This design comes from an exercise in tuning for small area on the open sky130 flow, not from production work. In this exercise RTL edits were held to simulation tests only and were not proved equivalent to the original. No activity file was given, so power comes from the tool's default toggle rates.

==> run B <==
Design Graficos, start of the top module:
module Graficos(
    input [1:0] Contador_pos_f,
    input [1:0] Contador_pos_h,
    input [1:0] Contador_pos_cr,
    input bit_alarma,
    input [23:0] ALARMA,
    input [7:0] DIR_DATO,
    input [3:0] POSICION,
    input READ,
    input P_FECHA,
    input P_HORA,
    input P_CRONO,
    input reloj,
    input resetM,
    output reg H_Syncreg,
    output reg V_Syncreg,
    output [3:0] R,
    output [3:0] G,
    output [3:0] B
    );
Settings: LEC_CHECK=0, ABC_AREA=1, CAP_MARGIN=20, CORE_MARGIN=2, CORE_UTILIZATION=30, CTS_BUF_LIST=sky130_fd_sc_hd__clkbuf_4 sky130_fd_sc_hd__clkbuf_8, GPL_TIMING_DRIVEN=0, PLACE_DENSITY=0.5, SETUP_SLACK_MARGIN=0.3, SLEW_MARGIN=20, SYNTH_MEMORY_MAX_BITS=262144; clock period 10.0 ns.
standard.sh (not shown) runs the stock make flow with config.mk's settings and CLKGATE_MAP_FILE= SYNTH_SCRIPT=/design/flow/synth_recipe.tcl, a recipe that flattens the netlist after the stock synthesis.
==> flow/flow/run.sh <==
#!/bin/bash
# Layout flow: the standard flow (standard.sh) with three changes:
#  - synthesis maps the logic with an area-oriented ABC script (flow/abc_area.script, used
#    through ABC_AREA=1) in place of ORFS's abc_area.script; registers are untouched;
#  - input and output ports are buffered with the smallest buffer, sky130_fd_sc_hd__buf_1;
#  - clock tree synthesis inserts no dummy loads.
# The full output of the flow goes to standard.log.
set -e
SD=$PWD/orfs_scripts
rm -rf "$SD"
cp -r "$FLOW_HOME/scripts" "$SD"
cp flow/abc_area.script "$SD/abc_area.script"
export SCRIPTS_DIR="$SD"
export BUFFER_PORTS_ARGS="-buffer_cell sky130_fd_sc_hd__buf_1"
export CTS_ARGS="-sink_clustering_enable -repair_clock_nets -dont_use_dummy_load"
bash standard.sh > standard.log 2>&1
==> flow/flow/abc_area.script <==
strash
&get -n
&dch -f
&nf -p -F 10 -A 4 -R 1000
&put
==> run G: changes against run B <==
--- a/flow/flow/run.sh
+++ b/flow/flow/run.sh
@@ -5,3 +5,3 @@
 #  - input and output ports are buffered with the smallest buffer, sky130_fd_sc_hd__buf_1;
-#  - clock tree synthesis inserts no dummy loads.
+#  - clock tree synthesis uses sky130_fd_sc_hd__clkbuf_8 and inserts no dummy loads.
 # The full output of the flow goes to standard.log.
@@ -14,3 +14,3 @@
 export BUFFER_PORTS_ARGS="-buffer_cell sky130_fd_sc_hd__buf_1"
-export CTS_ARGS="-sink_clustering_enable -repair_clock_nets -dont_use_dummy_load"
+export CTS_ARGS="-sink_clustering_enable -repair_clock_nets -dont_use_dummy_load -buf_list sky130_fd_sc_hd__clkbuf_8"
 bash standard.sh > standard.log 2>&1
CTS_BUF_LIST = default   (was sky130_fd_sc_hd__clkbuf_4 sky130_fd_sc_hd__clkbuf_8)
==> run Y: changes against run B <==
--- a/flow/flow/run.sh
+++ b/flow/flow/run.sh
@@ -5,3 +5,3 @@
 #  - input and output ports are buffered with the smallest buffer, sky130_fd_sc_hd__buf_1;
-#  - clock tree synthesis inserts no dummy loads.
+#  - clock tree synthesis uses sky130_fd_sc_hd__clkbuf_8 and inserts no dummy loads.
 # The full output of the flow goes to standard.log.
@@ -14,3 +14,3 @@
 export BUFFER_PORTS_ARGS="-buffer_cell sky130_fd_sc_hd__buf_1"
-export CTS_ARGS="-sink_clustering_enable -repair_clock_nets -dont_use_dummy_load"
+export CTS_ARGS="-sink_clustering_enable -repair_clock_nets -dont_use_dummy_load -buf_list sky130_fd_sc_hd__clkbuf_8"
 bash standard.sh > standard.log 2>&1
CORE_UTILIZATION = 35   (was 30)
CTS_BUF_LIST = default   (was sky130_fd_sc_hd__clkbuf_4 sky130_fd_sc_hd__clkbuf_8)
PLACE_DENSITY = 0.6   (was 0.5)
==> flow_summary.toml <==
[finish]
instances_no_fill = 3100
layout_common_cells = "nand2_1, nor2_1, a21oi_1"
antenna_cells = 5
areaGrowthSynthToFinish_pct = 14.2
stdcell_area_mm2 = 0.0189
seq_share_pct = 22.4

[critical_path]
r2r_start = "Qv[4]"

[global_route]
grt_start_max_net_pins = 54

[timing]
slew_headroom_pct = 14.6

[power_and_ir_drop]
power_clock_w = 0.000381

[status]
outcome = "complete, no violations"
The numbers above come from run Y.

==> flow_summary.toml <==
[status]
outcome = "complete, no violations"

[critical_path]
r2r_start = "Qh[6]"

[finish]
areaGrowthSynthToFinish_pct = 16.5
stdcell_area_mm2 = 0.0193
antenna_cells = 3
seq_share_pct = 21.9

[power_and_ir_drop]
power_clock_w = 0.000516
The numbers above come from run B.

==> flow_summary.toml <==
[status]
outcome = "complete, no violations"

[critical_path]
r2r_start = "Qv[5]"
rrSetupSlack_ns = 0.58

[finish]
stdcell_area_mm2 = 0.0191
instances_no_fill = 3205
layout_common_cells = "nand2_1, nor2_1, a21oi_1"
antenna_cells = 3

[timing]
slew_headroom_pct = 13.0
setup_tns_ns = 0

[drt]
drt_wl_total_um = 112000

[yosys]
synth-simple-area-share_pct = 29.1

[power_and_ir_drop]
power_clock_w = 0.000350
The numbers above come from run G.


---

==> job 5748: inputs <==
Another version of the RTL of Graficos (not shown whole).
export LEC_CHECK = 0
export ABC_AREA = 1
export CAP_MARGIN = 20
export CORE_MARGIN = 2
export CORE_UTILIZATION = 30
export GPL_TIMING_DRIVEN = 0
export PLACE_DENSITY = 0.5
export SETUP_SLACK_MARGIN = 0.3
export SLEW_MARGIN = 20
export SYNTH_MEMORY_MAX_BITS = 262144
create_clock -name core_clock -period 10.0 [get_ports {reloj}]
==> flow/flow/run.sh <==
#!/bin/bash
# Layout flow: the standard flow (standard.sh) with three changes:
#  - synthesis maps the logic with an area-oriented ABC script (flow/abc_area.script, used
#    through ABC_AREA=1) in place of ORFS's abc_area.script; registers are untouched;
#  - input and output ports are buffered with the smallest buffer, sky130_fd_sc_hd__buf_1;
#  - clock tree synthesis inserts no dummy loads.
# The full output of the flow goes to standard.log.
set -e
SD=$PWD/orfs_scripts
rm -rf "$SD"
cp -r "$FLOW_HOME/scripts" "$SD"
cp flow/abc_area.script "$SD/abc_area.script"
export SCRIPTS_DIR="$SD"
export BUFFER_PORTS_ARGS="-buffer_cell sky130_fd_sc_hd__buf_1"
export CTS_ARGS="-sink_clustering_enable -repair_clock_nets -dont_use_dummy_load"
bash standard.sh > standard.log 2>&1
Scripts as last shown in full above: flow/flow/abc_area.script
==> job 2086 (differences from job 5748) <==
--- a/flow/config.mk
+++ b/flow/config.mk
@@ -11,5 +11,3 @@
 export CORE_UTILIZATION = 30
-export GPL_TIMING_DRIVEN = 0
 export PLACE_DENSITY = 0.5
-export SETUP_SLACK_MARGIN = 0.3
 export SLEW_MARGIN = 20
==> comparison table <==
Skew-Pair Late Insertion Delay: job 2086 0.48 ns; job 5748 0.43 ns
Antenna violations before repair: job 2086 8; job 5748 5
Global-route met3 utilization: job 2086 15.3%; job 5748 8.51%
Period Utilization, post-route: job 2086 87.7%; job 5748 93.6%
Total combinational power: job 2086 139 uW; job 5748 131 uW
Worst-path clk slew: job 2086 0.06 ns; job 5748 0.07 ns
Result of the run: job 2086 timing/DRC/antenna clean; job 5748 timing/DRC/antenna clean
Post-route worst hold slack: job 2086 0.318 ns; job 5748 0.329 ns
Sum of routed wire length over all layers: job 2086 112000 um; job 5748 106000 um
Share of the core filled with cells: job 2086 34.9%; job 5748 34.6%
DR vias: job 2086 23600; job 5748 22600
Nets: job 2086 2655; job 5748 2573
Clk pwr share: job 2086 37.5%; job 5748 36.8%
Detail Placement HPWL: job 2086 79900 um; job 5748 74400 um
Post-cts gate resize count: job 2086 0; job 5748 6

[what the ideal ports hide]
Ports are ideal in the flow. The routed layouts listed here were re-timed in OpenROAD.
Step 1 (the two cells are an assumption about what drives the block):
set clk [get_ports {reloj}]
set_driving_cell -lib_cell sky130_fd_sc_hd__clkbuf_16 $clk
set_driving_cell -lib_cell sky130_fd_sc_hd__buf_2 [delete_from_list [all_inputs] $clk]
Step 2, shift: input delay + t, output delay - t, t = (earliest + latest rising clock arrival at the registers) / 2. This alone moves slack from input paths to output paths.
Slacks: ideal / step 1 / step 2; pairs: ideal / step 1.
| run | t, ns | slack for setup (ns) | clock arrival spread, ns | worst register clock-pin slew, ns |
|---|---|---|---|---|
| run B | 0.468 | 0.448 / 0.447 / 0.447 | 0.027 / 0.027 | 0.07 / 0.07 |
| run G | 0.487 | 0.581 / 0.581 / 0.581 | 0.045 / 0.046 | 0.10 / 0.10 |
| run Y | 0.564 | 0.685 / 0.685 / 0.685 | 0.055 / 0.056 | 0.11 / 0.11 |
| job 5748 | 0.479 | 0.636 / 0.636 / 0.636 | 0.026 / 0.027 | 0.07 / 0.07 |
| job 2086 | 0.526 | 1.229 / 1.229 / 1.229 | 0.031 / 0.031 | 0.07 / 0.07 |
After both steps setup and hold are still met in every run listed. The setup slack of run B, which loses most, moves by -0.001 ns with the drivers and by -0.001 ns with both steps.
